This is an optimization exercise on Yosys and OpenROAD, whose aim is small area and a short achievable clock period, not a production implementation. The RTL was checked by simulation tests, not by an equivalence proof against the original design. Power figures rest on the tool's default switching activity, not on a simulated workload.

==> design.v <==
module mul16lo (input [15:0] a, input [15:0] b, output [15:0] p);
    wire pp0_0 = a[0] & b[0];
    wire pp0_1 = a[1] & b[0];
    wire pp0_2 = a[2] & b[0];
    wire pp0_3 = a[3] & b[0];
    wire pp0_4 = a[4] & b[0];
    wire pp0_5 = a[5] & b[0];
    wire pp0_6 = a[6] & b[0];
    wire pp0_7 = a[7] & b[0];
    wire pp0_8 = a[8] & b[0];
    wire pp0_9 = a[9] & b[0];
    wire pp0_10 = a[10] & b[0];
    wire pp0_11 = a[11] & b[0];
    wire pp0_12 = a[12] & b[0];
    wire pp0_13 = a[13] & b[0];
    wire pp0_14 = a[14] & b[0];
    wire pp0_15 = a[15] & b[0];
    wire pp1_0 = a[0] & b[1];
    wire pp1_1 = a[1] & b[1];
    wire pp1_2 = a[2] & b[1];
    wire pp1_3 = a[3] & b[1];
    wire pp1_4 = a[4] & b[1];
    wire pp1_5 = a[5] & b[1];
    wire pp1_6 = a[6] & b[1];
    wire pp1_7 = a[7] & b[1];
    wire pp1_8 = a[8] & b[1];
    wire pp1_9 = a[9] & b[1];
    wire pp1_10 = a[10] & b[1];
    wire pp1_11 = a[11] & b[1];
    wire pp1_12 = a[12] & b[1];
    wire pp1_13 = a[13] & b[1];
    wire pp1_14 = a[14] & b[1];
    wire pp2_0 = a[0] & b[2];
    wire pp2_1 = a[1] & b[2];
    wire pp2_2 = a[2] & b[2];
    wire pp2_3 = a[3] & b[2];
    wire pp2_4 = a[4] & b[2];
    wire pp2_5 = a[5] & b[2];
    wire pp2_6 = a[6] & b[2];
    wire pp2_7 = a[7] & b[2];
    wire pp2_8 = a[8] & b[2];
    wire pp2_9 = a[9] & b[2];
    wire pp2_10 = a[10] & b[2];
    wire pp2_11 = a[11] & b[2];
    wire pp2_12 = a[12] & b[2];
    wire pp2_13 = a[13] & b[2];
    wire pp3_0 = a[0] & b[3];
    wire pp3_1 = a[1] & b[3];
    wire pp3_2 = a[2] & b[3];
    wire pp3_3 = a[3] & b[3];
    wire pp3_4 = a[4] & b[3];
    wire pp3_5 = a[5] & b[3];
    wire pp3_6 = a[6] & b[3];
    wire pp3_7 = a[7] & b[3];
    wire pp3_8 = a[8] & b[3];
    wire pp3_9 = a[9] & b[3];
    wire pp3_10 = a[10] & b[3];
    wire pp3_11 = a[11] & b[3];
    wire pp3_12 = a[12] & b[3];
    wire pp4_0 = a[0] & b[4];
    wire pp4_1 = a[1] & b[4];
    wire pp4_2 = a[2] & b[4];
    wire pp4_3 = a[3] & b[4];
    wire pp4_4 = a[4] & b[4];
    wire pp4_5 = a[5] & b[4];
    wire pp4_6 = a[6] & b[4];
    wire pp4_7 = a[7] & b[4];
    wire pp4_8 = a[8] & b[4];
    wire pp4_9 = a[9] & b[4];
    wire pp4_10 = a[10] & b[4];
    wire pp4_11 = a[11] & b[4];
    wire pp5_0 = a[0] & b[5];
    wire pp5_1 = a[1] & b[5];
    wire pp5_2 = a[2] & b[5];
    wire pp5_3 = a[3] & b[5];
    wire pp5_4 = a[4] & b[5];
    wire pp5_5 = a[5] & b[5];
    wire pp5_6 = a[6] & b[5];
    wire pp5_7 = a[7] & b[5];
    wire pp5_8 = a[8] & b[5];
    wire pp5_9 = a[9] & b[5];
    wire pp5_10 = a[10] & b[5];
    wire pp6_0 = a[0] & b[6];
    wire pp6_1 = a[1] & b[6];
    wire pp6_2 = a[2] & b[6];
    wire pp6_3 = a[3] & b[6];
    wire pp6_4 = a[4] & b[6];
    wire pp6_5 = a[5] & b[6];
    wire pp6_6 = a[6] & b[6];
    wire pp6_7 = a[7] & b[6];
    wire pp6_8 = a[8] & b[6];
    wire pp6_9 = a[9] & b[6];
    wire pp7_0 = a[0] & b[7];
    wire pp7_1 = a[1] & b[7];
    wire pp7_2 = a[2] & b[7];
    wire pp7_3 = a[3] & b[7];
    wire pp7_4 = a[4] & b[7];
    wire pp7_5 = a[5] & b[7];
    wire pp7_6 = a[6] & b[7];
    wire pp7_7 = a[7] & b[7];
    wire pp7_8 = a[8] & b[7];
    wire pp8_0 = a[0] & b[8];
    wire pp8_1 = a[1] & b[8];
    wire pp8_2 = a[2] & b[8];
    wire pp8_3 = a[3] & b[8];
    wire pp8_4 = a[4] & b[8];
    wire pp8_5 = a[5] & b[8];
    wire pp8_6 = a[6] & b[8];
    wire pp8_7 = a[7] & b[8];
    wire pp9_0 = a[0] & b[9];
    wire pp9_1 = a[1] & b[9];
    wire pp9_2 = a[2] & b[9];
    wire pp9_3 = a[3] & b[9];
    wire pp9_4 = a[4] & b[9];
    wire pp9_5 = a[5] & b[9];
    wire pp9_6 = a[6] & b[9];
    wire pp10_0 = a[0] & b[10];
    wire pp10_1 = a[1] & b[10];
    wire pp10_2 = a[2] & b[10];
    wire pp10_3 = a[3] & b[10];
    wire pp10_4 = a[4] & b[10];
    wire pp10_5 = a[5] & b[10];
    wire pp11_0 = a[0] & b[11];
    wire pp11_1 = a[1] & b[11];
    wire pp11_2 = a[2] & b[11];
    wire pp11_3 = a[3] & b[11];
    wire pp11_4 = a[4] & b[11];
    wire pp12_0 = a[0] & b[12];
    wire pp12_1 = a[1] & b[12];
    wire pp12_2 = a[2] & b[12];
    wire pp12_3 = a[3] & b[12];
    wire pp13_0 = a[0] & b[13];
    wire pp13_1 = a[1] & b[13];
    wire pp13_2 = a[2] & b[13];
    wire pp14_0 = a[0] & b[14];
    wire pp14_1 = a[1] & b[14];
    wire pp15_0 = a[0] & b[15];
    wire s1 = pp0_13 ^ pp1_12;
    wire c2 = pp0_13 & pp1_12;
    wire s3 = pp0_14 ^ pp1_13 ^ pp2_12;
    wire c4 = (pp0_14 & pp1_13) | (pp0_14 & pp2_12) | (pp1_13 & pp2_12);
    wire s5 = pp3_11 ^ pp4_10;
    wire c6 = pp3_11 & pp4_10;
    wire s7 = pp0_15 ^ pp1_14 ^ pp2_13;
    wire s9 = pp3_12 ^ pp4_11 ^ pp5_10;
    wire s11 = pp6_9 ^ pp7_8;
    wire s13 = pp0_9 ^ pp1_8;
    wire c14 = pp0_9 & pp1_8;
    wire s15 = pp0_10 ^ pp1_9 ^ pp2_8;
    wire c16 = (pp0_10 & pp1_9) | (pp0_10 & pp2_8) | (pp1_9 & pp2_8);
    wire s17 = pp3_7 ^ pp4_6;
    wire c18 = pp3_7 & pp4_6;
    wire s19 = pp0_11 ^ pp1_10 ^ pp2_9;
    wire c20 = (pp0_11 & pp1_10) | (pp0_11 & pp2_9) | (pp1_10 & pp2_9);
    wire s21 = pp3_8 ^ pp4_7 ^ pp5_6;
    wire c22 = (pp3_8 & pp4_7) | (pp3_8 & pp5_6) | (pp4_7 & pp5_6);
    wire s23 = pp6_5 ^ pp7_4;
    wire c24 = pp6_5 & pp7_4;
    wire s25 = pp0_12 ^ pp1_11 ^ pp2_10;
    wire c26 = (pp0_12 & pp1_11) | (pp0_12 & pp2_10) | (pp1_11 & pp2_10);
    wire s27 = pp3_9 ^ pp4_8 ^ pp5_7;
    wire c28 = (pp3_9 & pp4_8) | (pp3_9 & pp5_7) | (pp4_8 & pp5_7);
    wire s29 = pp6_6 ^ pp7_5 ^ pp8_4;
    wire c30 = (pp6_6 & pp7_5) | (pp6_6 & pp8_4) | (pp7_5 & pp8_4);
    wire s31 = pp9_3 ^ pp10_2;
    wire c32 = pp9_3 & pp10_2;
    wire s33 = pp2_11 ^ pp3_10 ^ pp4_9;
    wire c34 = (pp2_11 & pp3_10) | (pp2_11 & pp4_9) | (pp3_10 & pp4_9);
    wire s35 = pp5_8 ^ pp6_7 ^ pp7_6;
    wire c36 = (pp5_8 & pp6_7) | (pp5_8 & pp7_6) | (pp6_7 & pp7_6);
    wire s37 = pp8_5 ^ pp9_4 ^ pp10_3;
    wire c38 = (pp8_5 & pp9_4) | (pp8_5 & pp10_3) | (pp9_4 & pp10_3);
    wire s39 = pp11_2 ^ pp12_1 ^ pp13_0;
    wire c40 = (pp11_2 & pp12_1) | (pp11_2 & pp13_0) | (pp12_1 & pp13_0);
    wire s41 = pp5_9 ^ pp6_8 ^ pp7_7;
    wire c42 = (pp5_9 & pp6_8) | (pp5_9 & pp7_7) | (pp6_8 & pp7_7);
    wire s43 = pp8_6 ^ pp9_5 ^ pp10_4;
    wire c44 = (pp8_6 & pp9_5) | (pp8_6 & pp10_4) | (pp9_5 & pp10_4);
    wire s45 = pp11_3 ^ pp12_2 ^ pp13_1;
    wire c46 = (pp11_3 & pp12_2) | (pp11_3 & pp13_1) | (pp12_2 & pp13_1);
    wire s47 = pp14_0 ^ s3 ^ s5;
    wire c48 = (pp14_0 & s3) | (pp14_0 & s5) | (s3 & s5);
    wire s49 = pp8_7 ^ pp9_6 ^ pp10_5;
    wire s51 = pp11_4 ^ pp12_3 ^ pp13_2;
    wire s53 = pp14_1 ^ pp15_0 ^ s7;
    wire s55 = s9 ^ s11 ^ c4;
    wire s57 = pp0_6 ^ pp1_5;
    wire c58 = pp0_6 & pp1_5;
    wire s59 = pp0_7 ^ pp1_6 ^ pp2_5;
    wire c60 = (pp0_7 & pp1_6) | (pp0_7 & pp2_5) | (pp1_6 & pp2_5);
    wire s61 = pp3_4 ^ pp4_3;
    wire c62 = pp3_4 & pp4_3;
    wire s63 = pp0_8 ^ pp1_7 ^ pp2_6;
    wire c64 = (pp0_8 & pp1_7) | (pp0_8 & pp2_6) | (pp1_7 & pp2_6);
    wire s65 = pp3_5 ^ pp4_4 ^ pp5_3;
    wire c66 = (pp3_5 & pp4_4) | (pp3_5 & pp5_3) | (pp4_4 & pp5_3);
    wire s67 = pp6_2 ^ pp7_1;
    wire c68 = pp6_2 & pp7_1;
    wire s69 = pp2_7 ^ pp3_6 ^ pp4_5;
    wire c70 = (pp2_7 & pp3_6) | (pp2_7 & pp4_5) | (pp3_6 & pp4_5);
    wire s71 = pp5_4 ^ pp6_3 ^ pp7_2;
    wire c72 = (pp5_4 & pp6_3) | (pp5_4 & pp7_2) | (pp6_3 & pp7_2);
    wire s73 = pp8_1 ^ pp9_0 ^ s13;
    wire c74 = (pp8_1 & pp9_0) | (pp8_1 & s13) | (pp9_0 & s13);
    wire s75 = pp5_5 ^ pp6_4 ^ pp7_3;
    wire c76 = (pp5_5 & pp6_4) | (pp5_5 & pp7_3) | (pp6_4 & pp7_3);
    wire s77 = pp8_2 ^ pp9_1 ^ pp10_0;
    wire c78 = (pp8_2 & pp9_1) | (pp8_2 & pp10_0) | (pp9_1 & pp10_0);
    wire s79 = s15 ^ s17 ^ c14;
    wire c80 = (s15 & s17) | (s15 & c14) | (s17 & c14);
    wire s81 = pp8_3 ^ pp9_2 ^ pp10_1;
    wire c82 = (pp8_3 & pp9_2) | (pp8_3 & pp10_1) | (pp9_2 & pp10_1);
    wire s83 = pp11_0 ^ s19 ^ s21;
    wire c84 = (pp11_0 & s19) | (pp11_0 & s21) | (s19 & s21);
    wire s85 = s23 ^ c16 ^ c18;
    wire c86 = (s23 & c16) | (s23 & c18) | (c16 & c18);
    wire s87 = pp11_1 ^ pp12_0 ^ s25;
    wire c88 = (pp11_1 & pp12_0) | (pp11_1 & s25) | (pp12_0 & s25);
    wire s89 = s27 ^ s29 ^ s31;
    wire c90 = (s27 & s29) | (s27 & s31) | (s29 & s31);
    wire s91 = c20 ^ c22 ^ c24;
    wire c92 = (c20 & c22) | (c20 & c24) | (c22 & c24);
    wire s93 = s1 ^ s33 ^ s35;
    wire c94 = (s1 & s33) | (s1 & s35) | (s33 & s35);
    wire s95 = s37 ^ s39 ^ c26;
    wire c96 = (s37 & s39) | (s37 & c26) | (s39 & c26);
    wire s97 = c28 ^ c30 ^ c32;
    wire c98 = (c28 & c30) | (c28 & c32) | (c30 & c32);
    wire s99 = c2 ^ s41 ^ s43;
    wire c100 = (c2 & s41) | (c2 & s43) | (s41 & s43);
    wire s101 = s45 ^ s47 ^ c34;
    wire c102 = (s45 & s47) | (s45 & c34) | (s47 & c34);
    wire s103 = c36 ^ c38 ^ c40;
    wire c104 = (c36 & c38) | (c36 & c40) | (c38 & c40);
    wire s105 = c6 ^ s49 ^ s51;
    wire s107 = s53 ^ s55 ^ c42;
    wire s109 = c44 ^ c46 ^ c48;
    wire s111 = pp0_4 ^ pp1_3;
    wire c112 = pp0_4 & pp1_3;
    wire s113 = pp0_5 ^ pp1_4 ^ pp2_3;
    wire c114 = (pp0_5 & pp1_4) | (pp0_5 & pp2_3) | (pp1_4 & pp2_3);
    wire s115 = pp3_2 ^ pp4_1;
    wire c116 = pp3_2 & pp4_1;
    wire s117 = pp2_4 ^ pp3_3 ^ pp4_2;
    wire c118 = (pp2_4 & pp3_3) | (pp2_4 & pp4_2) | (pp3_3 & pp4_2);
    wire s119 = pp5_1 ^ pp6_0 ^ s57;
    wire c120 = (pp5_1 & pp6_0) | (pp5_1 & s57) | (pp6_0 & s57);
    wire s121 = pp5_2 ^ pp6_1 ^ pp7_0;
    wire c122 = (pp5_2 & pp6_1) | (pp5_2 & pp7_0) | (pp6_1 & pp7_0);
    wire s123 = s59 ^ s61 ^ c58;
    wire c124 = (s59 & s61) | (s59 & c58) | (s61 & c58);
    wire s125 = pp8_0 ^ s63 ^ s65;
    wire c126 = (pp8_0 & s63) | (pp8_0 & s65) | (s63 & s65);
    wire s127 = s67 ^ c60 ^ c62;
    wire c128 = (s67 & c60) | (s67 & c62) | (c60 & c62);
    wire s129 = s69 ^ s71 ^ s73;
    wire c130 = (s69 & s71) | (s69 & s73) | (s71 & s73);
    wire s131 = c64 ^ c66 ^ c68;
    wire c132 = (c64 & c66) | (c64 & c68) | (c66 & c68);
    wire s133 = s75 ^ s77 ^ s79;
    wire c134 = (s75 & s77) | (s75 & s79) | (s77 & s79);
    wire s135 = c70 ^ c72 ^ c74;
    wire c136 = (c70 & c72) | (c70 & c74) | (c72 & c74);
    wire s137 = s81 ^ s83 ^ s85;
    wire c138 = (s81 & s83) | (s81 & s85) | (s83 & s85);
    wire s139 = c76 ^ c78 ^ c80;
    wire c140 = (c76 & c78) | (c76 & c80) | (c78 & c80);
    wire s141 = s87 ^ s89 ^ s91;
    wire c142 = (s87 & s89) | (s87 & s91) | (s89 & s91);
    wire s143 = c82 ^ c84 ^ c86;
    wire c144 = (c82 & c84) | (c82 & c86) | (c84 & c86);
    wire s145 = s93 ^ s95 ^ s97;
    wire c146 = (s93 & s95) | (s93 & s97) | (s95 & s97);
    wire s147 = c88 ^ c90 ^ c92;
    wire c148 = (c88 & c90) | (c88 & c92) | (c90 & c92);
    wire s149 = s99 ^ s101 ^ s103;
    wire c150 = (s99 & s101) | (s99 & s103) | (s101 & s103);
    wire s151 = c94 ^ c96 ^ c98;
    wire c152 = (c94 & c96) | (c94 & c98) | (c96 & c98);
    wire s153 = s105 ^ s107 ^ s109;
    wire s155 = c100 ^ c102 ^ c104;
    wire s157 = pp0_3 ^ pp1_2;
    wire c158 = pp0_3 & pp1_2;
    wire s159 = pp2_2 ^ pp3_1 ^ pp4_0;
    wire c160 = (pp2_2 & pp3_1) | (pp2_2 & pp4_0) | (pp3_1 & pp4_0);
    wire s161 = pp5_0 ^ s113 ^ s115;
    wire c162 = (pp5_0 & s113) | (pp5_0 & s115) | (s113 & s115);
    wire s163 = s117 ^ s119 ^ c114;
    wire c164 = (s117 & s119) | (s117 & c114) | (s119 & c114);
    wire s165 = s121 ^ s123 ^ c118;
    wire c166 = (s121 & s123) | (s121 & c118) | (s123 & c118);
    wire s167 = s125 ^ s127 ^ c122;
    wire c168 = (s125 & s127) | (s125 & c122) | (s127 & c122);
    wire s169 = s129 ^ s131 ^ c126;
    wire c170 = (s129 & s131) | (s129 & c126) | (s131 & c126);
    wire s171 = s133 ^ s135 ^ c130;
    wire c172 = (s133 & s135) | (s133 & c130) | (s135 & c130);
    wire s173 = s137 ^ s139 ^ c134;
    wire c174 = (s137 & s139) | (s137 & c134) | (s139 & c134);
    wire s175 = s141 ^ s143 ^ c138;
    wire c176 = (s141 & s143) | (s141 & c138) | (s143 & c138);
    wire s177 = s145 ^ s147 ^ c142;
    wire c178 = (s145 & s147) | (s145 & c142) | (s147 & c142);
    wire s179 = s149 ^ s151 ^ c146;
    wire c180 = (s149 & s151) | (s149 & c146) | (s151 & c146);
    wire s181 = s153 ^ s155 ^ c150;
    wire s183 = pp0_2 ^ pp1_1;
    wire c184 = pp0_2 & pp1_1;
    wire s185 = pp2_1 ^ pp3_0 ^ s157;
    wire c186 = (pp2_1 & pp3_0) | (pp2_1 & s157) | (pp3_0 & s157);
    wire s187 = s111 ^ s159 ^ c158;
    wire c188 = (s111 & s159) | (s111 & c158) | (s159 & c158);
    wire s189 = c112 ^ s161 ^ c160;
    wire c190 = (c112 & s161) | (c112 & c160) | (s161 & c160);
    wire s191 = c116 ^ s163 ^ c162;
    wire c192 = (c116 & s163) | (c116 & c162) | (s163 & c162);
    wire s193 = c120 ^ s165 ^ c164;
    wire c194 = (c120 & s165) | (c120 & c164) | (s165 & c164);
    wire s195 = c124 ^ s167 ^ c166;
    wire c196 = (c124 & s167) | (c124 & c166) | (s167 & c166);
    wire s197 = c128 ^ s169 ^ c168;
    wire c198 = (c128 & s169) | (c128 & c168) | (s169 & c168);
    wire s199 = c132 ^ s171 ^ c170;
    wire c200 = (c132 & s171) | (c132 & c170) | (s171 & c170);
    wire s201 = c136 ^ s173 ^ c172;
    wire c202 = (c136 & s173) | (c136 & c172) | (s173 & c172);
    wire s203 = c140 ^ s175 ^ c174;
    wire c204 = (c140 & s175) | (c140 & c174) | (s175 & c174);
    wire s205 = c144 ^ s177 ^ c176;
    wire c206 = (c144 & s177) | (c144 & c176) | (s177 & c176);
    wire s207 = c148 ^ s179 ^ c178;
    wire c208 = (c148 & s179) | (c148 & c178) | (s179 & c178);
    wire s209 = c152 ^ s181 ^ c180;
    wire [15:0] r0 = {s209, s207, s205, s203, s201, s199, s197, s195, s193, s191, s189, s187, s185, pp2_0, pp0_1, pp0_0};
    wire [15:0] r1 = {c208, c206, c204, c202, c200, c198, c196, c194, c192, c190, c188, c186, c184, s183, pp1_0, 1'b0};
    assign p = r0 + r1;
endmodule
module swt16_top (
    input             clock,
    input             reset,
    output     [11:0] out_pmem_addr,
    input      [15:0] in_pmem_word,
    output     [11:0] out_dmem_rd_addr,
    input      [15:0] in_dmem_rd_word,
    output     [11:0] out_dmem_wr_addr,
    output     [15:0] out_dmem_wr_word,
    output            out_dmem_write_en,
    output            out_nop_in_WB
);
    reg [11:0] f_pc;         
    reg        f_bub;        
    reg [15:0] f_iw;         
    reg        f_stl;        
    reg [15:0] d_iw;         
    reg [11:0] d_pc;         
    reg        d_cyc;        
    reg        d_flush;
    reg        d_bub;
    reg [3:0]  d_rs2;        
    reg        d_u1, d_u2;   
    reg        p_e1, p_e2;   
    reg        p_z1, p_z2;   
    reg        p_m1, p_m2;   
    reg [15:0] e_a, e_b, e_c;
    reg        e_add, e_neg, e_mul, e_sll, e_srl, e_sra, e_and, e_or, e_xor;
    reg        e_beq, e_bgt, e_blt, e_br1, e_jmp;
    reg        e_ldw, e_ldbs, e_ldbu, e_stw, e_stb, e_wr, e_vex, e_vmem;
    reg [3:0]  e_rd;
    reg        e_flush, e_nop, e_c0;
    reg [15:0] m_res;
    reg [3:0]  m_rd;
    reg        m_wr, m_vmem, m_ldw, m_ldbs, m_ldbu, m_a0, m_nop;
    wire [255:0] rf_flat;
    wire [15:0]  rf_vld;
    wire [15:0] b_eff = e_b ^ {16{e_neg}};
    wire [15:0] sum   = e_a + b_eff + {15'd0, e_neg};
    wire        sum_z = (sum == 16'd0);
    wire        sum_n = sum[15];
    wire c0 = (e_beq & sum_z) | (e_bgt & ~sum_n & ~sum_z) | (e_blt & sum_n);
    wire set_pc   = ~e_flush & (e_jmp | (e_br1 & e_c0));
    wire flush_dx = set_pc;
    wire flush_if = set_pc | (~e_flush & c0);
    wire [15:0] prod;
    mul16lo u_mul (.a(e_a), .b(e_b), .p(prod));
    function [15:0] rev16(input [15:0] x);
        integer k;
        for (k = 0; k < 16; k = k + 1) rev16[k] = x[15-k];
    endfunction
    wire        sh_fill = e_sra & e_a[15];
    wire [15:0] sh_x    = e_sll ? rev16(e_a) : e_a;
    wire        sh_big  = |e_b[15:4];
    wire [31:0] sh_w    = {{16{sh_fill}}, sh_x} >> e_b[3:0];
    wire [15:0] sh_y    = sh_big ? {16{sh_fill}} : sh_w[15:0];
    wire [15:0] sh_res  = e_sll ? rev16(sh_y) : sh_y;
    wire s_add = e_add & ~e_flush & ~e_jmp;
    wire s_mul = e_mul & ~e_flush;
    wire s_shf = (e_sll | e_srl | e_sra) & ~e_flush;
    wire s_and = e_and & ~e_flush;
    wire s_or  = e_or  & ~e_flush;
    wire s_xor = e_xor & ~e_flush;
    wire [15:0] e_res = ({16{s_add}} & sum)
                      | ({16{s_mul}} & prod)
                      | ({16{s_shf}} & sh_res)
                      | ({16{s_and}} & (e_a & e_b))
                      | ({16{s_or}}  & (e_a | e_b))
                      | ({16{s_xor}} & (e_a ^ e_b))
                      | ({16{e_jmp}} & e_c);
    wire        e_ld  = e_ldw | e_ldbs | e_ldbu;
    wire        e_st  = e_stw | e_stb;
    wire [3:0]  e_rdx = e_flush ? 4'd0 : e_rd;
    assign out_dmem_rd_addr  = (~e_flush & e_ld) ? sum[11:0] : 12'd0;
    assign out_dmem_wr_addr  = (~e_flush & e_st) ? sum[11:0] : 12'd0;
    assign out_dmem_wr_word  = e_st ? e_c : 16'd0;
    assign out_dmem_write_en = e_stw & ~e_flush;
    wire        m_ld = m_ldw | m_ldbs | m_ldbu;
    wire [15:0] m_ldval = m_ldw ? in_dmem_rd_word
                        : {{8{m_ldbs & in_dmem_rd_word[7]}},
                           (m_a0 ? in_dmem_rd_word[15:8] : in_dmem_rd_word[7:0])};
    wire [15:0] m_out = m_ld ? m_ldval : m_res;
    assign out_nop_in_WB = m_nop;
    wire [3:0] opc  = d_iw[3:0];
    wire [3:0] f_rd = d_iw[7:4];
    wire [3:0] rs1  = d_iw[11:8];
    wire [3:0] f_hi = d_iw[15:12];
    wire       isU  = (opc == 4'b0001);
    wire       isJ  = (opc == 4'b0010);
    wire       isS  = (opc == 4'b0011);
    wire       isR  = (opc >= 4'b0110) && (opc <= 4'b1110);
    wire [3:0] rs2  = d_rs2;
    reg  [15:0] rf1, rf2;
    reg         rv1, rv2;
    integer k;
    always @(*) begin
        rf1 = 16'd0; rf2 = 16'd0;
        for (k = 1; k < 16; k = k + 1) begin
            rf1 = rf1 | ({16{rs1 == k}} & rf_flat[k*16 +: 16]);
            rf2 = rf2 | ({16{rs2 == k}} & rf_flat[k*16 +: 16]);
        end
        rv1 = |(rf_vld & (16'd1 << rs1));
        rv2 = |(rf_vld & (16'd1 << rs2));
    end
    wire eq1E = e_flush ? p_z1 : p_e1;
    wire eq2E = e_flush ? p_z2 : p_e2;
    wire hitE1 = eq1E & e_vex;
    wire hitE2 = eq2E & e_vex;
    wire hitM1 = p_m1 & m_vmem;
    wire hitM2 = p_m2 & m_vmem;
    wire [15:0] s1 = hitE1 ? e_res : hitM1 ? m_out : rv1 ? rf1 : 16'd0;
    wire [15:0] s2 = hitE2 ? e_res : hitM2 ? m_out : rv2 ? rf2 : 16'd0;
    wire stall1 = eq1E & ~e_vex & ~p_m1 & m_vmem & ~d_cyc & d_u1;
    wire stall2 = eq2E & ~e_vex & ~p_m2 & m_vmem & ~d_cyc & d_u2;
    wire stall  = stall1 | stall2;
    wire kill   = d_flush | stall;
    wire c1 = d_cyc;
    wire u_jal  = isU & (d_iw[11:8] == 4'b0000);
    wire u_inc  = isU & (d_iw[11:8] == 4'b0001);
    wire u_incl = isU & (d_iw[11:8] == 4'b0010);
    wire u_li   = isU & (d_iw[11:8] == 4'b0011);
    wire u_lil  = isU & (d_iw[11:8] == 4'b0100);
    wire u_apci = isU & (d_iw[11:8] == 4'b0101);
    wire s_br   = isS & (d_iw[7:6] == 2'b00);
    wire s_beq  = isS & (d_iw[7:4] == 4'b0000);
    wire s_bne  = isS & (d_iw[7:4] == 4'b0001);
    wire s_bge  = isS & (d_iw[7:4] == 4'b0010);
    wire s_blt  = isS & (d_iw[7:4] == 4'b0011);
    wire s_sth  = isS & (d_iw[7:4] == 4'b0100);
    wire s_sho  = isS & (d_iw[7:4] == 4'b0101);
    wire s_sb   = isS & (d_iw[7:4] == 4'b0110);
    wire s_sbo  = isS & (d_iw[7:4] == 4'b0111);
    wire j_jalr = isJ & (f_hi == 4'b0001);
    wire j_lh   = isJ & (f_hi == 4'b0010);
    wire j_lho  = isJ & (f_hi == 4'b0011);
    wire j_apc  = isJ & (f_hi == 4'b0100);
    wire j_lb   = isJ & (f_hi == 4'b0101);
    wire j_lbo  = isJ & (f_hi == 4'b0110);
    wire j_lbu  = isJ & (f_hi == 4'b0111);
    wire j_lbuo = isJ & (f_hi == 4'b1000);
    wire r_add  = (opc == 4'b0110);
    wire r_sub  = (opc == 4'b0111);
    wire r_mul  = (opc == 4'b1000);
    wire r_sll  = (opc == 4'b1001);
    wire r_srl  = (opc == 4'b1010);
    wire r_sra  = (opc == 4'b1011);
    wire r_and  = (opc == 4'b1100);
    wire r_or   = (opc == 4'b1101);
    wire r_xor  = (opc == 4'b1110);
    wire two    = u_jal | u_inc | u_li | u_apci | s_br | s_sho | s_sbo | j_lho | j_lbo | j_lbuo;
    wire cyc_next = ~kill & ~c1 & two;
    wire o_jal  = u_jal  & c1;
    wire o_inc  = u_inc  & c1;
    wire o_li   = u_li   & c1;
    wire o_apci = u_apci & c1;
    wire o_br0  = s_br   & ~c1;
    wire o_br1  = s_br   & c1;
    wire o_sho  = s_sho  & c1;
    wire o_sbo  = s_sbo  & c1;
    wire o_lho  = j_lho  & c1;
    wire o_lbo  = j_lbo  & c1;
    wire o_lbuo = j_lbuo & c1;
    wire o_ldw  = j_lh | o_lho;
    wire o_ldbs = j_lb | o_lbo;
    wire o_ldbu = j_lbu | o_lbuo;
    wire o_ld   = o_ldw | o_ldbs | o_ldbu;
    wire o_stw  = s_sth | o_sho;
    wire o_stb  = s_sb | o_sbo;
    wire o_jmp  = o_jal | j_jalr;
    wire o_rop  = r_add | r_sub | r_mul | r_sll | r_srl | r_sra | r_and | r_or | r_xor;
    wire o_addu = o_inc | u_incl | o_li | u_lil | o_apci | j_apc;     
    wire o_add  = o_addu | r_add | r_sub | o_br0 | o_br1 | o_stw | o_stb | o_jmp | o_ld;
    wire o_wr   = o_addu | o_rop | o_jmp | o_ld;
    wire o_vex  = o_addu | o_rop;
    wire o_vmem = o_addu | o_rop | o_ld;
    wire a_s1   = o_br0 | o_lho | o_lbo | o_lbuo | j_apc | o_rop;
    wire a_imm  = o_inc | o_br1 | o_sho | o_sbo;
    wire a_immA = u_incl;
    wire a_pc   = o_apci;
    wire b_s2   = o_inc | u_incl | o_br0 | o_stw | o_stb | o_rop;
    wire b_imm  = o_jal | o_li | o_apci | o_lho | o_lbo | o_lbuo;
    wire b_s1   = j_jalr | j_lh | j_lb | j_lbu;
    wire b_immA = u_lil;
    wire b_pc   = o_br1 | j_apc;
    wire c_s1   = o_stw | o_stb;
    wire [3:0]  immA = d_iw[15:12];
    wire [15:0] d_imm = f_bub ? 16'd0 : f_iw;
    wire [11:0] link = c1 ? f_pc : d_pc + 12'd2;
    wire [15:0] a_nx = ({16{a_s1}}   & s1)
                     | ({16{a_imm}}  & d_imm)
                     | ({16{a_immA}} & {{12{immA[3]}}, immA})
                     | ({16{a_pc}}   & {4'd0, d_pc});
    wire [15:0] b_nx = ({16{b_s2}}   & s2)
                     | ({16{b_imm}}  & d_imm)
                     | ({16{b_s1}}   & s1)
                     | ({16{b_immA}} & {12'd0, immA})
                     | ({16{b_pc}}   & {4'd0, d_pc});
    wire [15:0] c_nx = ({16{c_s1}}   & s1)
                     | ({16{o_jmp}}  & {4'd0, link});
    wire [11:0] pc_next = stall ? f_pc : set_pc ? sum[11:0] : f_pc + 12'd2;
    assign out_pmem_addr = pc_next;
    wire [15:0] f_out   = flush_if ? 16'd0 : stall ? f_iw : in_pmem_word;
    wire [15:0] iw_n   = cyc_next ? d_iw : f_out;
    wire [3:0]  rs1_n  = iw_n[11:8];
    wire        isU_n  = (iw_n[3:0] == 4'b0001);
    wire        isR_n  = (iw_n[3:0] >= 4'b0110) && (iw_n[3:0] <= 4'b1110);
    wire        isSR_n = (iw_n[3:0] == 4'b0011) | isR_n;
    wire [3:0]  rs2_n  = isU_n ? iw_n[7:4] : iw_n[15:12];
    always @(posedge clock or posedge reset) begin
        if (reset) begin
            f_pc    <= 12'hFFE;
            f_bub   <= 1'b0;
            f_stl   <= 1'b0;
            d_iw    <= 16'd0;
            d_cyc   <= 1'b0;
            d_flush <= 1'b0;
            d_bub   <= 1'b0;
        end else begin
            f_pc    <= pc_next;
            f_bub   <= flush_if;
            f_stl   <= stall;
            d_iw    <= iw_n;
            d_cyc   <= cyc_next;
            d_flush <= flush_dx;
            d_bub   <= f_bub;
        end
    end
    always @(posedge clock or posedge reset) begin
        if (reset) begin
            e_add <= 1'b0; e_neg <= 1'b0; e_mul <= 1'b0; e_sll <= 1'b0; e_srl <= 1'b0;
            e_sra <= 1'b0; e_and <= 1'b0; e_or <= 1'b0; e_xor <= 1'b0;
            e_beq <= 1'b0; e_bgt <= 1'b0; e_blt <= 1'b0; e_br1 <= 1'b0; e_jmp <= 1'b0;
            e_ldw <= 1'b0; e_ldbs <= 1'b0; e_ldbu <= 1'b0; e_stw <= 1'b0; e_stb <= 1'b0;
            e_wr <= 1'b0; e_vex <= 1'b0; e_vmem <= 1'b0;
            e_flush <= 1'b0; e_nop <= 1'b1; e_c0 <= 1'b0;
        end else begin
            e_add  <= ~kill & o_add;
            e_neg  <= ~kill & (r_sub | o_br0);
            e_mul  <= ~kill & r_mul;
            e_sll  <= ~kill & r_sll;
            e_srl  <= ~kill & r_srl;
            e_sra  <= ~kill & r_sra;
            e_and  <= ~kill & r_and;
            e_or   <= ~kill & r_or;
            e_xor  <= ~kill & r_xor;
            e_beq  <= ~kill & o_br0 & (s_beq | s_bge);
            e_bgt  <= ~kill & o_br0 & (s_bne | s_bge);
            e_blt  <= ~kill & o_br0 & (s_bne | s_blt);
            e_br1  <= ~kill & o_br1;
            e_jmp  <= ~kill & o_jmp;
            e_ldw  <= ~kill & o_ldw;
            e_ldbs <= ~kill & o_ldbs;
            e_ldbu <= ~kill & o_ldbu;
            e_stw  <= ~kill & o_stw;
            e_stb  <= ~kill & o_stb;
            e_wr   <= ~kill & o_wr;
            e_vex  <= ~kill & o_vex;
            e_vmem <= ~kill & o_vmem;
            e_flush <= flush_dx;
            e_nop  <= (d_iw == 16'd0) & ~stall & ~d_flush & ~d_bub & ~d_cyc;
            e_c0   <= ~e_flush & c0;
        end
    end
    always @(posedge clock or posedge reset) begin
        if (reset) begin
            m_wr <= 1'b0; m_vmem <= 1'b0; m_ldw <= 1'b0; m_ldbs <= 1'b0; m_ldbu <= 1'b0;
            m_nop <= 1'b1;
        end else begin
            m_wr   <= e_wr & ~e_flush;
            m_vmem <= e_vmem;
            m_ldw  <= e_ldw  & ~e_flush;
            m_ldbs <= e_ldbs & ~e_flush;
            m_ldbu <= e_ldbu & ~e_flush;
            m_nop  <= e_nop & ~e_flush;
        end
    end
    always @(posedge clock) begin
        f_iw   <= in_pmem_word;
        d_rs2   <= rs2_n;
        d_u1    <= isSR_n | (iw_n[3:0] == 4'b0010);
        d_u2    <= isSR_n;
        p_e1    <= (rs1_n == f_rd);
        p_e2    <= (rs2_n == f_rd);
        p_z1    <= (rs1_n == 4'd0);
        p_z2    <= (rs2_n == 4'd0);
        p_m1    <= (rs1_n == e_rdx);
        p_m2    <= (rs2_n == e_rdx);
        d_pc    <= (cyc_next | (stall & ~f_stl)) ? d_pc : f_pc;
        e_a    <= a_nx;
        e_b    <= b_nx;
        e_c    <= c_nx;
        e_rd   <= f_rd;
        m_res  <= e_res;
        m_rd   <= e_rdx;
        m_a0   <= sum[0];
    end
    assign rf_flat[15:0] = 16'd0;
    assign rf_vld[0] = 1'b0;
    genvar g;
    generate
        for (g = 1; g < 16; g = g + 1) begin : regs
            reg [15:0] q;
            reg        v;
            always @(posedge clock) begin
                if (m_wr && m_rd == g)
                    q <= m_out;
            end
            always @(posedge clock or posedge reset) begin
                if (reset)
                    v <= 1'b0;
                else if (m_wr && m_rd == g)
                    v <= 1'b1;
            end
            assign rf_flat[g*16 +: 16] = q;
            assign rf_vld[g] = v;
        end
    endgenerate
endmodule
==> flow/run.sh <==
#!/bin/bash
# Standard ORFS flow with two layout changes: port buffers use the smallest
# buffer cell (the resizer upsizes where needed), and clock tree synthesis
# adds no dummy loads.
set -uo pipefail
export BUFFER_PORTS_ARGS="-buffer_cell sky130_fd_sc_hd__buf_1"
export CTS_ARGS="-sink_clustering_enable -repair_clock_nets -dont_use_dummy_load -buf_list sky130_fd_sc_hd__clkbuf_8"
bash standard.sh synth > synth.log 2>&1 || exit 1
bash standard.sh finish > layout.log 2>&1 || exit 1
==> standard.sh <==
#!/bin/bash
# synth_recipe.tcl (not shown) runs the flow's synth.tcl, then flattens the netlist and writes it again
# the make line also repeats each setting of config.mk as NAME=value (left out here)
make -C /OpenROAD-flow-scripts/flow DESIGN_CONFIG=/design/flow/config.mk WORK_HOME=/design/flow/orfs CLKGATE_MAP_FILE= SYNTH_SCRIPT=/design/flow/synth_recipe.tcl "${@:-finish}"
==> config.mk <==
export PLATFORM = sky130hd
export DESIGN_NAME = swt16_top
export DESIGN_NICKNAME = swt16_top
export VERILOG_FILES = /design/flow/design.v
export SDC_FILE = /design/flow/constraint.sdc
export NUM_CORES = 4
export LEC_CHECK = 0
export ABC_CLOCK_PERIOD_IN_PS = 4000
export CAP_MARGIN = 20
export CORE_MARGIN = 2
export CORE_UTILIZATION = 60
export SETUP_SLACK_MARGIN = 5
export SLEW_MARGIN = 20
export TNS_END_PERCENT = 20
==> constraint.sdc <==
create_clock -name core_clock -period 10.5 [get_ports {clock}]
set_input_delay 2.1000 -clock core_clock [delete_from_list [all_inputs] [get_ports {clock}]]
set_output_delay 2.1000 -clock core_clock [all_outputs]
set_load 0.01 [all_outputs]
==> summary.txt, run 1 <==
Via-to-Cell Ratio -> 7.250
Class of the tightest hold or removal check -> register to register
Dominant combinational cell family by area after synthesis -> compound AO/OA/AOI/OAI gates
Top_reg_cell synth -> edfxtp_1
Xor and xnor area share after synthesis -> 3.185%
Static power due to leakage -> 10.45 nW
Setup total negative slack -> 0 ns
Fraction of the mapped netlist area in compound gates -> 20.23%
Number of I/O pins -> 88
Standard cell core area -> 41,760 um2
Type of origin of the critical path -> register
Detail Route Antenna Nets -> 0
Count of final max-slew check failures -> 0
Cell family with most CP delay -> compound AO/OA/AOI/OAI gates
Number of standard cells in the final layout excluding fillers -> 3,129
Relative slew slack -> 24.43%
Post-synth ARST share -> 18.10%
Number of library cell types mapped by synthesis -> 84
Portion of the clock cycle consumed by the worst path in the final layout -> 52.77%
Pwr Density -> 276.9 nW/um2
Wire length of the first global-routing pass -> 138,300 um
HPWL after detailed placement -> 63,350 um
Routed len/inst -> 30.42 um
Number of register bits inferred by synthesis -> 431
Crit path required time -> 8.40 ns
Placed instance count -> 3,007
Remaining DRCs -> 0
Run status -> no timing/DRC/antenna violations
CP bufs+invs -> 2
Commonest cells after routing, fill and taps aside -> edfxtp_1, nor2_1, nand2_1, a22oi_1, inv_1
Setup repair after global routing missed its margin -> true
CTS tree -> yes
H-tree Lvls -> 3
Number of max-cap violations -> 0
Fraction of the mapped netlist area in simple logic gates -> 13.25%
Vias in the first global route -> 21,710
Syn avg cell area -> 10.21 um2
Category of the most critical setup path -> register to primary output
Wire length reported by the detailed router -> 95,180 um
Number of warnings reported in the yosys synthesis log -> 1
Sequential share of the synthesized area -> 45.75%
Cts bufs inserted -> 70
Maximum count of clock buffers along a single path -> 3
Proportion of layout cells with a drive suffix above 1 -> 13.97%
Number of nets at the end of the flow -> 2,776
Maximum net fanout on the critical path -> 7
Number of clock sinks seen by CTS -> 431
Clock root buffer -> clkbuf_8
Number of detailed-routing iterations run before antenna repair -> 10
Detailed Route Iter0 Violations -> 3,921
Peak per-stage delay on the critical path -> 0.55 ns
Worst clock skew -> 0.08349 ns
Global-route usage over all layers -> 43.12%
Cell area after synthesis -> 25,260 um2
Min Clock Period, post-route -> 5.541 ns
Die width -> 209.2 um
Chip Height -> 209.2 um
Clock-pin slew reported for the worst setup and hold paths after clock tree synthesis -> 0.06 ns
Adder-Cell Fraction of Synth Area -> 10.06%
Number of flops mapped to enable cells by yosys -> 252
Cell with the largest stage delay on the worst path -> dfrtp_4
Clk Latency, worst-skew pair -> 0.66 ns
Num rows -> 75
Die Outline Area -> 43,760 um2
Vias after detailed routing -> 22,680
Final setup violation count -> 0
Most frequent standard cell in the layout excluding fill and tap cells -> edfxtp_1
Number of buffers inserted for hold repair after clock tree synthesis -> 0
Cell repeated most along the worst path -> a21oi_2
Starting density of the core -> 60.49%
Port-buffer cells -> 87
Final Hold Viols -> 0
FMAX -> 0.1805 GHz
Grt ovf -> 0
Endpoint kind of the worst setup timing path -> primary output
Largest net degree at the start of global routing -> 79
Arrival time reported for the critical path endpoint -> 3.44 ns
Mapped Nets -> 2,662
Synthesized instance count -> 2,473
Antenna violations before repair -> 4
Share of synthesized area spent on multiplexers -> 2.789%
Weighted congestion reported at the end of routability-driven placement -> 1.007
Peak supply drop -> 168.5 uV
Signed area change from the synthesized netlist to the final layout -> 11.28%
Cell-by-cell listing of the critical path -> buf_6 -> xor2_2 -> fa_2 -> a21o_1 -> a221oi_4 -> a21oi_2 -> a21o_1 -> a21oi_2 -> xnor2_2 -> o22ai_2 -> a21oi_2 -> buf_2
Worst slew pin tran -> 1.129 ns
flip-flops by register name, indices dropped and copies added (netlist names), 4 cells and up:
| register | count |
|---|---|
| e_b | 16 |
| f_pc | 12 |
| m_rd | 4 |
| m_res | 16 |
| d_rs2 | 4 |
| regs.v | 15 |
| d_iw | 16 |
| f_iw | 16 |
| e_rd | 4 |
| e_c | 16 |
| e_a | 16 |
| regs.q | 240 |
| d_pc | 12 |
power breakdown:
part           internal (mW)  switching (mW)
clock network          0.588           0.597
registers               2.29           0.443
logic                   1.27            2.59
total                   4.15            3.63
logic make-up (layout without fill, tap and decap cells):
| group | count (synthesis) | count (layout) |
|---|---|---|
| buffers and inverters | 314 | 426 |
| adder cells (fa/ha/maj) | 155 | 155 |
| AO/OA/AOI/OAI | 707 | 707 |
| multiplexers | 51 | 51 |
| AND/OR/NAND/NOR | 724 | 724 |
| other | 0 | 5 |
| flip-flops | 431 | 431 |
| XOR/XNOR | 91 | 91 |
what timing repair did:
item / in CTS / in global routing
pin swaps: 9 / 24
setup endpoints to repair: 60 / 39
resized for setup: 69 / 41
setup buffers: 17 / 24
gates cloned: 3 / 1
hold endpoints to repair: 0 / 0
path summary, 6_finish.rpt:
path,from,end,slack [ns],cells after the start
max in group asynchronous,reset,f_pc[11],8.33,4
min in group asynchronous,reset,regs[7].v,1.49,3
hold / removal,e_vmem,m_vmem,0.36,0
setup / recovery,e_neg,out_pmem_addr[10],4.96,12
setup reg to reg,e_b[2],e_c[11],5.06,19
hold reg to reg,e_vmem,m_vmem,0.36,0
layout make-up:
cell class | count | area (um2)
Fill cell | 3352 | 13650
Multi-Input combinational cell | 1728 | 12900
Sequential cell | 431 | 11610
Timing Repair Buffer | 200 | 1330
Clock buffer | 70 | 963.4
Tap cell | 539 | 674.4
Inverter | 155 | 609.3
Antenna cell | 5 | 12.51
Timing Repair inverter | 1 | 5.005
routing by layer:
| metal | part of all wire (%) | track usage [%] |
|---|---|---|
| met1 | 35 | 54.54 |
| met5 | 0 | 0 |
| met4 | 7.6 | 27.64 |
| met3 | 13 | 10.54 |
| met2 | 44 | 66.78 |
cell usage after synthesis (11+ instances only):
| master | n | area (um2) |
|---|---|---|
| fa_1 | 80 | 1602 |
| a222oi_1 | 46 | 460.4 |
| o21ai_0 | 102 | 510.5 |
| a221oi_1 | 48 | 420.4 |
| nor2b_1 | 40 | 250.2 |
| a21oi_1 | 103 | 515.5 |
| nand4_1 | 16 | 100.1 |
| o22ai_1 | 28 | 175.2 |
| a22oi_1 | 169 | 1269 |
| nand3_1 | 77 | 385.4 |
| xnor2_1 | 50 | 437.9 |
| edfxtp_1 | 252 | 7567 |
| nor3_1 | 39 | 195.2 |
| dfxtp_1 | 101 | 2022 |
| o211ai_1 | 33 | 247.7 |
| nor2_1 | 239 | 897.1 |
| a21o_1 | 12 | 90.09 |
| and3_1 | 14 | 87.58 |
| nand2_1 | 202 | 758.2 |
| mux2i_1 | 27 | 270.3 |
| nor4_1 | 13 | 81.33 |
| buf_1 | 11 | 41.29 |
| ha_1 | 75 | 938.4 |
| o221ai_1 | 32 | 280.3 |
| mux4_2 | 14 | 315.3 |
| dfrtp_1 | 65 | 1627 |
| nand2b_1 | 24 | 150.1 |
| xor2_1 | 40 | 350.3 |
| or2_2 | 23 | 143.9 |
| dfstp_2 | 13 | 341.6 |
| o22a_1 | 12 | 105.1 |
| inv_1 | 146 | 548.0 |
| a22o_1 | 30 | 262.8 |
| a31oi_1 | 18 | 112.6 |
| clkbuf_1 | 142 | 533.0 |
| o31ai_1 | 13 | 97.59 |
per-stage QoR:
step           power [mW]  util (%)  worst slack, ns  hold slack, ns  instance area, um2
2_1_floorplan       4.837         -            5.008          0.3312               25270
3_3_place_gp        6.160     62.92            4.311          0.3374               26270
3_5_place_dp        6.204     62.92            4.079          0.3490               26270
4_1_cts             7.483     66.31            4.930          0.3603               27690
5_1_grt             8.060     67.29            4.804          0.3739               28100
6_report            7.783     67.31            4.959          0.3584               28110
==> inputs of run 2 (changes only) <==
--- a/config.mk
+++ b/config.mk
@@ -12,3 +12,2 @@
 export SETUP_SLACK_MARGIN = 5
 export SLEW_MARGIN = 20
-export TNS_END_PERCENT = 20
==> run 2 against run 1 <==
  * Synthesized cell count unchanged
  * Core utilization up 0.093 points
  * Clock power about the same
  * Total power down 0.12%
  * Sequential power about the same
  * First-iteration DRC count about the same
  * Cell area up 0.14%
  * Sequential share of layout area down 0.066 points
  * Largest power group unchanged
  * Highest routed layer unchanged
==> summary.txt, run 2 <==
Clock-pin slew reported for the worst setup and hold paths after clock tree synthesis -> 0.06 ns (about the same)
Launch instance of the worst min-delay path -> e_vmem
Category of the most critical setup path -> register to primary output
Cell area after synthesis -> 25,260 um2 (unchanged)
Chip Height -> 209.2 um (unchanged)
Commonest cells after routing, fill and taps aside -> edfxtp_1, nor2_1, nand2_1, a22oi_1, inv_1
Die width -> 209.2 um (unchanged)
Number of nets at the end of the flow -> 2,779 (+0.11%)
Antenna violations before repair -> 4 (unchanged)
Reg-to-Reg Start -> e_b[2]
Fillcell total -> 3,343 (-0.27%)
Count of final max-slew check failures -> 0 (unchanged)
Cts bufs inserted -> 70 (unchanged)
Area occupied by multi-input gates -> 12,920 um2 (+0.15%)
Worst hold margin -> 0.3576 ns (-0.0008680 ns)
Crit path depth -> 12 (unchanged)
Worst slew pin tran -> 1.148 ns (+0.01862 ns)
CTS tree -> yes
Cell repeated most along the worst path -> nor2_1
Setup slack at placement -> 4.079 ns (unchanged)
Peak supply drop -> 169.3 uV (+0.48%)
Number of detailed-routing iterations run before antenna repair -> 9 (-1)
Post-synth ARST share -> 18.10% (unchanged)
Hold-critical path depth -> 0 (unchanged)
Min Clock Period, post-route -> 5.527 ns (-0.01370 ns)
Mapped Nets -> 2,662 (unchanged)
Pwr Density -> 276.2 nW/um2 (-0.26%)
FMAX -> 0.1809 GHz (+0.25%)
Number of flops mapped to enable cells by yosys -> 252 (unchanged)
Most frequently used cell type in the post-synthesis netlist -> edfxtp_1
Weighted congestion reported at the end of routability-driven placement -> 1.007 (unchanged)
Die Outline Area -> 43,760 um2 (unchanged)
Clk Latency, worst-skew pair -> 0.66 ns (about the same)
Number of I/O pins -> 88 (unchanged)
Met1 usage -> 54.65% (+0.10 points)
Met2 usage -> 66.92% (+0.14 points)
Number of flip-flops under the largest register name -> 240 (unchanged)
Vias after detailed routing -> 22,770 (+0.37%)
Endpoint kind of the worst setup timing path -> primary output
Class of the tightest hold or removal check -> register to register
Top_reg_cell synth -> edfxtp_1
Remaining DRCs -> 0 (unchanged)
Synthesized instance count -> 2,473 (unchanged)
Via-to-Cell Ratio -> 7.272 (+0.31%)
Routed len/inst -> 30.40 um (about the same)
Setup repair after global routing missed its margin -> true
Number of clock sinks seen by CTS -> 431 (unchanged)
Peak per-stage delay on the critical path -> 0.54 ns (about the same)
Standard cell core area -> 41,760 um2 (unchanged)
Signed area change from the synthesized netlist to the final layout -> 11.43%
Largest net degree at the start of global routing -> 79 (unchanged)
Global-route usage over all layers -> 43.13% (about the same)
Number of library cell types mapped by synthesis -> 84 (unchanged)
Run status -> no timing/DRC/antenna violations
Number of standard cells in the final layout excluding fillers -> 3,131 (+0.064%)
Maximum count of clock buffers along a single path -> 3 (unchanged)
CP bufs+invs -> 2 (unchanged)
Sequential share of the synthesized area -> 45.75% (unchanged)
Core utilization of the finished layout -> 67.40% (+0.093 points)
Detailed Route Iter0 Violations -> 3,918 (-0.077%)
Setup total negative slack -> 0 ns (unchanged)
Register with the most flip-flops -> regs.q
FF/Latch Area -> 11,610 um2 (about the same)
Synth top area share -> 29.96% (unchanged)
Timing startpoint of the critical path -> e_neg
Synth area leaders -> edfxtp_1, dfxtp_1, dfrtp_1, fa_1, a22oi_1
HPWL after detailed placement -> 63,350 um (unchanged)
Wire length reported by the detailed router -> 95,180 um (about the same)
Cell-by-cell listing of the critical path -> buf_4 -> xor2_2 -> ha_4 -> nand4_1 -> nor2_1 -> nor2_1 -> a311oi_2 -> xnor2_2 -> nand2_1 -> o31ai_1 -> a21oi_1 -> buf_1
Maximum net fanout on the critical path -> 11 (+4)
Post-route setup slack -> 4.973 ns (+0.01370 ns)
Starting density of the core -> 60.49% (unchanged)
Most congested layer reported by global routing -> met2
Worst r2r path cells -> 17 (-2)
Portion of the clock cycle consumed by the worst path in the final layout -> 52.64% (-0.13 points)
Detail Route Antenna Nets -> 0 (unchanged)
Cell family with most CP delay -> compound AO/OA/AOI/OAI gates
Syn avg cell area -> 10.21 um2 (unchanged)
Final setup violation count -> 0 (unchanged)
Proportion of layout cells with a drive suffix above 1 -> 14.14% (+0.18 points)
Type of origin of the critical path -> register
Wire length of the first global-routing pass -> 138,400 um (about the same)
Number of warnings reported in the yosys synthesis log -> 1 (unchanged)
Clock root buffer -> clkbuf_8
Num rows -> 75 (unchanged)
Placed instance count -> 3,007 (unchanged)
Vias in the first global route -> 21,700 (-0.037%)
Final Hold Viols -> 0 (unchanged)
Cell with the largest stage delay on the worst path -> dfrtp_4
Number of max-cap violations -> 0 (unchanged)
Crit path required time -> 8.40 ns (about the same)
Grt ovf -> 0 (unchanged)
Relative slew slack -> 23.18% (-1.2 points)
Static power due to leakage -> 10.48 nW (+0.32%)
Port-buffer cells -> 87 (unchanged)
Arrival time reported for the critical path endpoint -> 3.43 ns (about the same)
Worst clock skew -> 0.08195 ns (-0.001537 ns)
H-tree Lvls -> 3 (unchanged)
GR met3 Demand/Resource -> 10.23% (-0.30 points)
Most frequent cells after synthesis -> edfxtp_1, nor2_1, nand2_1
Most frequent standard cell in the layout excluding fill and tap cells -> edfxtp_1
Number of register bits inferred by synthesis -> 431 (unchanged)
Leading area contributor after synthesis -> edfxtp_1
run 2: repair_timing:
action	CTS	global route
pin swaps	12	24
setup endpoints to repair	60	41
cloned	3	1
setup buffers	20	24
hold buffers	0	0
gates resized for setup	71	45
run 2: cell families (layout without fill, tap and decap cells):
kind of cell,count (synthesis),in the layout,synth area share [%]
AND/OR/NAND/NOR,724,724,13.25
XOR/XNOR,91,91,3.185
flip-flops,431,431,45.75
AO/OA/AOI/OAI,707,707,20.23
other,0,4,0
adder cells (fa/ha/maj),155,155,10.06
multiplexers,51,51,2.789
buffers and inverters,314,429,4.731
run 2: routing by layer:
metal,up-vias,routed length (um)
met3,538,12050
met4,0,7521
li1,9402,-
met2,1982,41830
met1,10850,33780
met5,-,0
run 2: path summary, 6_finish.rpt:
| check | endpoint | slack, ns |
|---|---|---|
| setup / recovery | out_pmem_addr[7] | 4.97 |
| hold / removal | m_vmem | 0.36 |
| setup reg to reg | e_c[8] | 5.11 |
| hold reg to reg | m_vmem | 0.36 |
| max in group asynchronous | f_pc[11] | 8.32 |
| min in group asynchronous | regs[7].v | 1.49 |
run 2: layout make-up:
type	count	share of cell area (%)
timing repair inverter	1	0.01778
antenna	4	0.03556
multi-input combinational	1728	45.91
sequential	431	41.24
clock buffer	70	3.423
timing repair buffer	203	4.814
tap	539	2.396
inverter	155	2.165
run 2: power by group:
| part | internal (mW) | switching [mW] | total [mW] |
|---|---|---|---|
| logic | 1.27 | 2.59 | 3.86 |
| registers | 2.29 | 0.443 | 2.73 |
| clock network | 0.588 | 0.594 | 1.18 |
run 2: worst reg2reg max path: cells and delay by family (launching register included):
family                   cells  cell delay, ns
AO/OA/AOI/OAI                4            1.73
XOR/XNOR                     1            0.16
adder cells (fa/ha/maj)      5            2.36
buffers and inverters        5            0.48
flip-flops                   1            0.39
AND/OR/NAND/NOR              2            0.19
run 2: per-stage QoR:
step / instance area (um2) / total power, mW
3_5_place_dp: 26270 / 6.204
2_1_floorplan: 25270 / 4.837
3_3_place_gp: 26270 / 6.160
4_1_cts: 27730 / 7.497
5_1_grt: 28140 / 8.066
6_report: 28150 / 7.774
==> inputs of run 3 (changes only) <==
--- a/config.mk
+++ b/config.mk
@@ -7,7 +7,7 @@
 export LEC_CHECK = 0
 export ABC_CLOCK_PERIOD_IN_PS = 4000
-export CAP_MARGIN = 20
+export CAP_MARGIN = 10
 export CORE_MARGIN = 2
-export CORE_UTILIZATION = 60
+export CORE_UTILIZATION = 70
 export SETUP_SLACK_MARGIN = 5
-export SLEW_MARGIN = 20
+export SLEW_MARGIN = 10
==> run 3 against run 2 <==
  * Non-clock buffer count fell by 5
  * Global-route usage grew 5.6 points
  * Total power barely moved
  * Sequential share of layout area rose by 0.30 points
  * Sequential power barely moved
  * Cell count is 2.7% lower
  * Combinational power about the same
  * Critical path depth unchanged
  * Sequential cell count did not move
  * Register-to-register slack got worse by 0.11 ns
  * First-iteration DRC count up 4.4%
  * Clock-buffer cell count is 2 lower
  * Highest routed layer is now met5
==> summary.txt, run 3 <==
Detail Route Antenna Nets -> 0 (unchanged)
Pwr Density -> 278.1 nW/um2 (+0.70%)
Slack of the worst reg-to-reg path -> 5.00 ns (-0.11 ns)
Cell repeated most along the worst path -> a21oi_2
Detailed route wirelength on metal2 -> 39,910 um (-4.6%)
Number of max-cap violations -> 0 (unchanged)
Grt ovf -> 0 (unchanged)
Setup total negative slack -> 0 ns (unchanged)
Number of flip-flops under the largest register name -> 240 (unchanged)
Length of routed met3 wiring -> 14,880 um (+24%)
Endpoint kind of the worst setup timing path -> primary output
Vias after detailed routing -> 23,210 (+2.0%)
FMAX -> 0.1806 GHz (-0.17%)
Launch instance of the worst min-delay path -> e_vmem
Count of final max-slew check failures -> 0 (unchanged)
Number of nets at the end of the flow -> 2,771 (-0.29%)
Weighted congestion reported at the end of routability-driven placement -> 1.029 (+2.2%)
Number of warnings reported in the yosys synthesis log -> 1 (unchanged)
Class of the tightest hold or removal check -> register to register
Number of I/O pins -> 88 (unchanged)
M1 wire length -> 29,880 um (-12%)
Final setup violation count -> 0 (unchanged)
Run status -> no timing/DRC/antenna violations
Commonest cells after routing, fill and taps aside -> edfxtp_1, nor2_1, nand2_1, a22oi_1, inv_1
Peak supply drop -> 225.9 uV (+33%)
Vias in the first global route -> 22,500 (+3.7%)
Relative slew slack -> 25.29% (+2.1 points)
Number of clock sinks seen by CTS -> 431 (unchanged)
Fraction of the mapped netlist area in compound gates -> 20.23% (unchanged)
Worst reg2reg path endpoint -> e_b[7]
Clk Latency, worst-skew pair -> 0.65 ns (about the same)
Setup repair after global routing missed its margin -> true
Most frequent standard cell in the layout excluding fill and tap cells -> edfxtp_1
Leading area contributor after synthesis -> edfxtp_1
Dominant combinational cell family by area after synthesis -> compound AO/OA/AOI/OAI gates
Wire length reported by the detailed router -> 93,210 um (-2.1%)
Peak per-stage delay on the critical path -> 0.55 ns (about the same)
Min Clock Period, post-route -> 5.537 ns (+0.009140 ns)
Chip Height -> 194.0 um (-7.3%)
HPWL after detailed placement -> 61,160 um (-3.5%)
Starting density of the core -> 71.01% (+11 points)
Global-route usage over all layers -> 48.69% (+5.6 points)
Type of origin of the critical path -> register
CP bufs+invs -> 2 (unchanged)
Fillcell total -> 2,311 (-31%)
Xor and xnor area share after synthesis -> 3.185% (unchanged)
Post-synth ARST share -> 18.10% (unchanged)
Synth top area share -> 29.96% (unchanged)
Cts bufs inserted -> 68 (-2.9%)
Number of detailed-routing iterations run before antenna repair -> 10 (+1)
Portion of the clock cycle consumed by the worst path in the final layout -> 52.73% (+0.087 points)
Share of synthesized area spent on multiplexers -> 2.789% (unchanged)
Hold-critical path depth -> 0 (unchanged)
Highest routed metal layer -> met5
Top_reg_cell synth -> edfxtp_1
Category of the most critical setup path -> register to primary output
Die width -> 194.0 um (-7.3%)
Fraction of the mapped netlist area in simple logic gates -> 13.25% (unchanged)
Die Outline Area -> 37,620 um2 (-14%)
Routed len/inst -> 30.59 um (+0.62%)
Cell-by-cell listing of the critical path -> buf_8 -> xor2_4 -> fa_2 -> a21o_1 -> a221oi_4 -> a21oi_2 -> a21o_1 -> a21oi_2 -> xnor2_2 -> o22ai_2 -> a21oi_2 -> buf_2
Largest net degree at the start of global routing -> 79 (unchanged)
Remaining DRCs -> 0 (unchanged)
Port-buffer cells -> 87 (unchanged)
Maximum net fanout on the critical path -> 7 (-4)
Arrival time reported for the critical path endpoint -> 3.44 ns (about the same)
Worst clock skew -> 0.1136 ns (+0.03163 ns)
Signed area change from the synthesized netlist to the final layout -> 10.64%
Antenna violations before repair -> 4 (unchanged)
Synthesized instance count -> 2,473 (unchanged)
Sequential share of the synthesized area -> 45.75% (unchanged)
Maximum count of clock buffers along a single path -> 3 (unchanged)
Post-route setup slack -> 4.963 ns (-0.009140 ns)
Via-to-Cell Ratio -> 7.618 (+4.8%)
Static power due to leakage -> 10.43 nW (-0.50%)
Proportion of layout cells with a drive suffix above 1 -> 13.88% (-0.27 points)
Standard cell core area -> 35,570 um2 (-15%)
Crit path required time -> 8.40 ns (about the same)
Setup slack at placement -> 4.406 ns (+0.3271 ns)
Clock-pin slew reported for the worst setup and hold paths after clock tree synthesis -> 0.06 ns (about the same)
Cell with the largest stage delay on the worst path -> dfrtp_4
Register with the most flip-flops -> regs.q
Detailed Route Iter0 Violations -> 4,092 (+4.4%)
Capture endpoint of the worst hold path -> m_vmem
Most frequently used cell type in the post-synthesis netlist -> edfxtp_1
Mapped Nets -> 2,662 (unchanged)
Cell family with most CP delay -> compound AO/OA/AOI/OAI gates
Number of register bits inferred by synthesis -> 431 (unchanged)
Final Power -> 7.773 mW (about the same)
Reg-to-Reg Start -> e_b[0]
Num rows -> 69 (-8.0%)
CTS tree -> yes
Final Hold Viols -> 0 (unchanged)
H-tree Lvls -> 3 (unchanged)
Wire length of the first global-routing pass -> 137,500 um (-0.67%)
Most frequent cells after synthesis -> edfxtp_1, nor2_1, nand2_1
Synth area leaders -> edfxtp_1, dfxtp_1, dfrtp_1, fa_1, a22oi_1
Worst r2r path cells -> 16 (-1)
Number of library cell types mapped by synthesis -> 84 (unchanged)
Syn avg cell area -> 10.21 um2 (unchanged)
Adder-Cell Fraction of Synth Area -> 10.06% (unchanged)
Number of flops mapped to enable cells by yosys -> 252 (unchanged)
Clock root buffer -> clkbuf_8
Worst slew pin tran -> 1.109 ns (-0.03909 ns)
Cell area after synthesis -> 25,260 um2 (unchanged)
-- run 3: timing repair --
action	4_1_cts	5_1_grt
hold buffers	0	0
buffers inserted	17	24
resized for setup	64	49
pin swaps	9	26
endpoints found under the hold margin	0	0
setup endpoints to repair	54	34
gates cloned	2	1
-- run 3: per-stage QoR --
stage,hold WS (ns),instances,util [%],cell area (um2)
after floorplan,0.3312,2473,-,25270
after global placement,0.3384,2929,73.61,26180
after detailed placement,0.3365,2929,73.61,26180
after CTS,0.3500,3016,77.39,27530
after global routing,0.3586,3044,78.55,27940
final,0.3546,3047,78.57,27950
-- run 3: cell type report --
cell class / instances / area (um2) / area share, %
multi-input cells: 1728 / 12900 / 46.18
flip-flops and latches: 431 / 11610 / 41.54
repair buffers: 198 / 1290 / 4.616
clock buffers: 68 / 935.9 / 3.349
inverters: 155 / 614.3 / 2.198
well taps: 461 / 576.8 / 2.064
diodes: 6 / 15.01 / 0.05372
-- run 3: per-layer routing --
layer  GRT usage (%)  vias to the layer above
met3           15.10                      734
met1           60.33                    10720
met2           72.85                     2375
met5          0.5109                        -
li1                -                     9383
met4           34.68                        2
-- run 3: cell families (layout without fill, tap and decap cells) --
group / after synthesis / after routing
compound gates: 707 / 707
xor+xnor: 91 / 91
fa+ha+maj: 155 / 155
buf+inv: 314 / 421
flops: 431 / 431
mux: 51 / 51
other cells: 0 / 6
simple gates: 724 / 724
-- run 3: worst max path at each step --
| stage | from | endpoint | slack (ns) | cells after the start |
|---|---|---|---|---|
| after floorplan | e_b[1] | e_a[15] | 5.01 | 17 |
| after global placement | e_b[1] | e_a[15] | 4.62 | 16 |
| after detailed placement | e_b[1] | e_c[14] | 4.41 | 19 |
| after CTS | e_neg | out_pmem_addr[10] | 4.95 | 12 |
| after global routing | e_neg | out_pmem_addr[10] | 4.88 | 12 |
| final | e_neg | out_pmem_addr[10] | 4.96 | 12 |
-- run 3: report_power, final --
part / internal (mW) / total, mW / switching, mW / leakage [nW]
sequential: 2.29 / 2.75 / 0.459 / 4.13
clock: 0.572 / 1.17 / 0.599 / 0.489
combinational: 1.28 / 3.85 / 2.57 / 5.81

==> re-timing with driven ports <==
Ports are ideal in the flow. The routed layouts listed here were re-timed in OpenROAD.
Step 1, drivers: a clkbuf_16 drives clock and a buf_2 each remaining input, both assumed.
Step 2 also shifts input and output timing later by t, the mid clock arrival at the registers, as if the neighbouring blocks saw the same clock.
Slacks: ideal ports / drivers / drivers and shift; pairs: ideal ports / drivers.
| run | t (ns) | setup slack, ns | worst setup path at the end | latest minus earliest clock arrival (ns) | pins driven straight from the clock port |
|---|---|---|---|---|---|
| run 1 | 0.676 | 4.959 / 4.905 / 5.057 | register to register | 0.085 / 0.085 | 1 |
| run 2 | 0.669 | 4.973 / 4.918 / 5.113 | register to register | 0.083 / 0.083 | 1 |
| run 3 | 0.646 | 4.963 / 4.909 / 5.001 | register to register | 0.114 / 0.114 | 1 |
After both steps every run listed still meets setup and hold.
